Context: an optimization exercise on an open-source flow, tuned for small area. The choices shown serve that exercise and are no tape-out recipe. Function was checked by simulation only, so behaviour that the tests miss may differ from the original. Power figures rest on the tool's default switching activity, not on a simulated workload.

== the previous run ==
## BlackJack
module BlackJack(
	inclk0,
	i_Reset,
	i_Stay,
	i_Hit,
	o_Win,
	o_Lose,
	o_Tie,
	o_Hit_P,
	o_Hit_D,
	o_Stay_P,
	o_Stay_D,
	o_HitDeb,
	o_HitNE,
	o_StayDeb,
	o_StayNE,
	DealerHndDisplayD,
	DealerHndDisplayU,
	PlayerHndDisplayD,
	PlayerHndDisplayU
);
input wire	inclk0;
input wire	i_Reset;
input wire	i_Stay;
input wire	i_Hit;
output wire	o_Win;
output wire	o_Lose;
output wire	o_Tie;
output wire	o_Hit_P;
output wire	o_Hit_D;
output wire	o_Stay_P;
output wire	o_Stay_D;
output wire	o_HitDeb;
output wire	o_HitNE;
output wire	o_StayDeb;
output wire	o_StayNE;
output wire	[0:6] DealerHndDisplayD;
output wire	[0:6] DealerHndDisplayU;
output wire	[0:6] PlayerHndDisplayD;
output wire	[0:6] PlayerHndDisplayU;
wire clk = inclk0;
reg rs1, rs2, rd, hs1, hs2, hd, ss1, ss2, sd;
always @(posedge clk)
begin
    rs1 <= i_Reset; rs2 <= rs1; rd <= rs2;
    hs1 <= i_Hit;   hs2 <= hs1; hd <= hs2;
    ss1 <= i_Stay;  ss2 <= ss1; sd <= ss2;
end
wire ResetPE = rs2 & ~rd;
wire ResetNE = ~rs2 & rd;
wire ResetDeb = rs2;
wire HitPE = hs2 & ~hd;
wire StayPE = ss2 & ~sd;
assign o_HitDeb = hs2;
assign o_HitNE = ~hs2 & hd;
assign o_StayDeb = ss2;
assign o_StayNE = ~ss2 & sd;
localparam
            Start = 5'b00000,
            ShuffleDeck = 5'b00001,
            Measurement = 5'b00010,
            DealerBlackJack = 5'b00011,
            PlayerTurn = 5'b01000,
            DealerTurn = 5'b01001,
            CardToPlayer = 5'b01010,
            CardToDealer = 5'b01011,
            PlayerWith1Card = 5'b10000,
            D1_RstCardFSM = 5'b10001,
            DealerWith1Card = 5'b10010,
            P_RstCardFSM = 5'b10011,
            PlayerWith2Card = 5'b10100,
            D2_RstCardFSM = 5'b10101,
            DealerWith2Card = 5'b10110,
            PlayerHit = 5'b11000,
            DealerHit = 5'b11001,
            PlayerStay = 5'b11010,
            DealerStay = 5'b11011,
            WinState = 5'b11100,
            LoseState = 5'b11101,
            TieState = 5'b11110;
reg [4:0] st, nst;
reg hitP, first;
reg [2:0] PT, DT;
reg [3:0] PU, DU;
wire Shuffled;
wire CardOK;
wire TwoSec;
reg  RstOK;
wire P_le21 = (PT < 3'd2) | ((PT == 3'd2) & (PU <= 4'd1));
wire P_lt21 = (PT < 3'd2) | ((PT == 3'd2) & (PU == 4'd0));
  ...
Size: about 1200 cells after synthesis, roughly 43 I/O pins, about 9300 um^2 of cells after synthesis.
Settings: LEC_CHECK=0, ABC_AREA=1, CAP_MARGIN=20, CORE_MARGIN=2, CORE_UTILIZATION=40, GPL_TIMING_DRIVEN=0, PLACE_DENSITY=0.6, SLEW_MARGIN=20; clock period 10.0 ns.
standard.sh (not shown) runs the stock make flow with config.mk's settings and CLKGATE_MAP_FILE= SYNTH_SCRIPT=/design/flow/synth_recipe.tcl, a recipe that flattens the netlist after the stock synthesis.
==> flow/flow/run.sh <==
#!/bin/bash
# Own flow: the standard layout, except that the combinational logic of the
# standard synthesis is mapped again with a stronger ABC script for area.
# The registers of the standard synthesis (names and cell types) are kept
# as they are: they are black boxes while ABC runs.
set -uo pipefail
W=$(pwd)
R=$W/orfs/results/$FLOW_PLATFORM/BlackJack/base
LIB=$FLOW_HOME/platforms/sky130hd/lib/sky130_fd_sc_hd__tt_025C_1v80.lib
YOSYS=$FLOW_HOME/../tools/install/yosys/bin/yosys
[ -x "$YOSYS" ] || YOSYS=yosys

# 1. standard synthesis
bash standard.sh synth > $W/log_1_standard_synth.txt 2>&1 || exit 1
cp -p $R/1_2_yosys.v $W/std_1_2_yosys.v

# 2. map the combinational logic again
DONT_USE="sky130_fd_sc_hd__lpflow_bleeder_1 sky130_fd_sc_hd__lpflow_clkbufkapwr_1 sky130_fd_sc_hd__lpflow_clkbufkapwr_16 sky130_fd_sc_hd__lpflow_clkbufkapwr_2 sky130_fd_sc_hd__lpflow_clkbufkapwr_4 sky130_fd_sc_hd__lpflow_clkbufkapwr_8 sky130_fd_sc_hd__lpflow_clkinvkapwr_1 sky130_fd_sc_hd__lpflow_clkinvkapwr_16 sky130_fd_sc_hd__lpflow_clkinvkapwr_2 sky130_fd_sc_hd__lpflow_clkinvkapwr_4 sky130_fd_sc_hd__lpflow_clkinvkapwr_8 sky130_fd_sc_hd__lpflow_decapkapwr_12 sky130_fd_sc_hd__lpflow_decapkapwr_3 sky130_fd_sc_hd__lpflow_decapkapwr_4 sky130_fd_sc_hd__lpflow_decapkapwr_6 sky130_fd_sc_hd__lpflow_decapkapwr_8 sky130_fd_sc_hd__lpflow_inputiso0n_1 sky130_fd_sc_hd__lpflow_inputiso0p_1 sky130_fd_sc_hd__lpflow_inputiso1n_1 sky130_fd_sc_hd__lpflow_inputiso1p_1 sky130_fd_sc_hd__lpflow_inputisolatch_1 sky130_fd_sc_hd__lpflow_isobufsrc_1 sky130_fd_sc_hd__lpflow_isobufsrc_16 sky130_fd_sc_hd__lpflow_isobufsrc_2 sky130_fd_sc_hd__lpflow_isobufsrc_4 sky130_fd_sc_hd__lpflow_isobufsrc_8 sky130_fd_sc_hd__lpflow_isobufsrckapwr_16 sky130_fd_sc_hd__lpflow_lsbuf_lh_hl_isowell_tap_1 sky130_fd_sc_hd__lpflow_lsbuf_lh_hl_isowell_tap_2 sky130_fd_sc_hd__lpflow_lsbuf_lh_hl_isowell_tap_4 sky130_fd_sc_hd__lpflow_lsbuf_lh_isowell_4 sky130_fd_sc_hd__lpflow_lsbuf_lh_isowell_tap_1 sky130_fd_sc_hd__lpflow_lsbuf_lh_isowell_tap_2 sky130_fd_sc_hd__lpflow_lsbuf_lh_isowell_tap_4 sky130_fd_sc_hd__probe_p_8 sky130_fd_sc_hd__probec_p_8 "
DU=""
for c in $DONT_USE; do DU="$DU -dont_use $c"; done
cat > $W/remap.abc <<'EOT'
strash; &get -n; &deepsyn -T 20; &put; &get -n; &dch -f; &nf -R 1000; &put
EOT
cat > $W/remap.ys <<EOT
read_liberty -ignore_miss_func $LIB
read_verilog $W/std_1_2_yosys.v
hierarchy -top $FLOW_TOP
setattr -mod -set blackbox 1 sky130_fd_sc_hd__dfxtp_1 sky130_fd_sc_hd__edfxtp_1 sky130_fd_sc_hd__dfrtp_1 sky130_fd_sc_hd__dfstp_1
flatten
opt -purge
abc -liberty $LIB $DU -script $W/remap.abc
opt_clean -purge
insbuf -buf sky130_fd_sc_hd__buf_4 A X
hilomap -singleton -hicell sky130_fd_sc_hd__conb_1 HI -locell sky130_fd_sc_hd__conb_1 LO
stat -liberty $LIB
write_verilog -noattr -nohex -nodec $W/remap_1_2_yosys.v
EOT
ok=0
if $YOSYS -l $W/log_2_remap.txt $W/remap.ys > /dev/null 2>&1; then
  # the registers must be the same instances with the same cell types
  grep -oE '^ *sky130_fd_sc_hd__[a-z0-9]*dfx?[a-z]*_[0-9]+ +[^ ]+' $W/std_1_2_yosys.v | sed 's/^ *//' | sort > $W/regs_std.txt
  grep -oE '^ *sky130_fd_sc_hd__[a-z0-9]*dfx?[a-z]*_[0-9]+ +[^ ]+' $W/remap_1_2_yosys.v | sed 's/^ *//' | sort > $W/regs_remap.txt
  if [ -s $W/regs_std.txt ] && cmp -s $W/regs_std.txt $W/regs_remap.txt; then ok=1; fi
fi
echo "remap used: $ok" | tee $W/log_2_remap_result.txt
if [ $ok = 1 ]; then
  cp $W/remap_1_2_yosys.v $R/1_2_yosys.v
  rm -f $R/1_synth.odb $R/1_synth.sdc
fi

# 3. the rest of the standard layout
# clock tree: small buffers, no dummy loads; ports buffered with buf_1
CTS="-sink_clustering_enable -repair_clock_nets -dont_use_dummy_load -buf_list {sky130_fd_sc_hd__clkbuf_4 sky130_fd_sc_hd__clkbuf_8}"
bash standard.sh "CTS_ARGS=$CTS" "BUFFER_PORTS_ARGS=-buffer_cell sky130_fd_sc_hd__buf_1" finish > $W/log_3_standard_layout.txt 2>&1
[inputs] the current run vs the previous run
--- a/flow/design.v
+++ b/flow/design.v
@@ -52,35 +52,34 @@
 wire HitPE = hs2 & ~hd;
 wire StayPE = ss2 & ~sd;
 assign o_HitDeb = hs2;
 assign o_HitNE = ~hs2 & hd;
 assign o_StayDeb = ss2;
 assign o_StayNE = ~ss2 & sd;
-localparam
-            Start = 5'b00000,
-            ShuffleDeck = 5'b00001,
-            Measurement = 5'b00010,
-            DealerBlackJack = 5'b00011,
-            PlayerTurn = 5'b01000,
-            DealerTurn = 5'b01001,
-            CardToPlayer = 5'b01010,
-            CardToDealer = 5'b01011,
-            PlayerWith1Card = 5'b10000,
-            D1_RstCardFSM = 5'b10001,
-            DealerWith1Card = 5'b10010,
-            P_RstCardFSM = 5'b10011,
-            PlayerWith2Card = 5'b10100,
-            D2_RstCardFSM = 5'b10101,
-            DealerWith2Card = 5'b10110,
-            PlayerHit = 5'b11000,
-            DealerHit = 5'b11001,
-            PlayerStay = 5'b11010,
-            DealerStay = 5'b11011,
-            WinState = 5'b11100,
-            LoseState = 5'b11101,
-            TieState = 5'b11110;
+localparam  Start           = 5'd0,
+            ShuffleDeck     = 5'd1,
+            PlayerWith1Card = 5'd2,
+            D1_RstCardFSM   = 5'd3,
+            DealerWith1Card = 5'd4,
+            P_RstCardFSM    = 5'd5,
+            PlayerWith2Card = 5'd6,
+            D2_RstCardFSM   = 5'd7,
+            DealerWith2Card = 5'd8,
+            PlayerTurn      = 5'd9,
+            DealerTurn      = 5'd10,
+            PlayerHit       = 5'd11,
+            DealerHit       = 5'd12,
+            PlayerStay      = 5'd13,
+            DealerStay      = 5'd14,
+            CardToPlayer    = 5'd15,
+            CardToDealer    = 5'd16,
+            WinState        = 5'd17,
+            TieState        = 5'd18,
+            LoseState       = 5'd19,
+            Measurement     = 5'd20,
+            DealerBlackJack = 5'd21;
 reg [4:0] st, nst;
 reg hitP, first;
 reg [2:0] PT, DT;
 reg [3:0] PU, DU;
 wire Shuffled;
 wire CardOK;
@@ -271,15 +270,15 @@
            (d == 4'd7) ? 7'b0001111 :
            (d == 4'd8) ? 7'b0000000 : 7'b0000100;
 endfunction
 reg [0:6] sPT, sPU, sDT, sDU;
 always @(*)
 begin
-    sPT = PT[2] ? 7'b1001100 : seg7({2'b0, PT[1:0]});
+    sPT = seg7({1'b0, PT});
     sPU = seg7(PU);
-    sDT = DT[2] ? 7'b1001100 : seg7({2'b0, DT[1:0]});
+    sDT = seg7({1'b0, DT});
     sDU = seg7(DU);
 end
 wire PErr = PT[2] & (PU != 4'd0);      
 wire DErr = DT[2] & (DU != 4'd0);
 assign PlayerHndDisplayD = PErr ? 7'b0110000 : sPT;
 assign PlayerHndDisplayU = PErr ? 7'b0110000 : sPU;
Notes after the runs:
- The flow did not stop early for the current run: all stages ran, and the layout cleared the timing, DRC and antenna checks.
- Looking at non-clock inverter instance count of the final layout, the current run sits 2.0% above the previous run.
- Global-route usage over all layers, the previous run and the current run: smaller value in the previous run
- The current run gives more growth of design area from synthesis to finish than the previous run did.
- Row number of nets produced by synthesis: the current run higher / the previous run lower
- In the current run the routed wire length turned out 3.0% higher than in the previous run.
- Lower setup slack was reported by the previous run, not the current run.
- Average wire per cell in the routed design (higher): the previous run
- Diff the previous run -> the current run | power | decrease of 15%

-- afterwards: timing with drivers on the ports --
The results above use ideal ports. As a check the final layouts listed here were re-extracted and re-timed, cells and wires unchanged. Step 1 assumes that a clkbuf_16 drives the clock port and a buf_2 every other input. Step 2, shift: input delay + t, output delay - t, t = (earliest + latest rising clock arrival at the registers) / 2. This alone moves slack from input paths to output paths. Three values: ideal, step 1, step 2; two values: the first two.
run | shift t [ns] | setup slack, ns | worst setup path after step 2
the previous run | 0.467 | 1.897 / 1.897 / 1.897 | register to register
the current run | 0.477 | 2.133 / 2.133 / 2.133 | register to register
After both steps setup and hold are still met in every run listed.
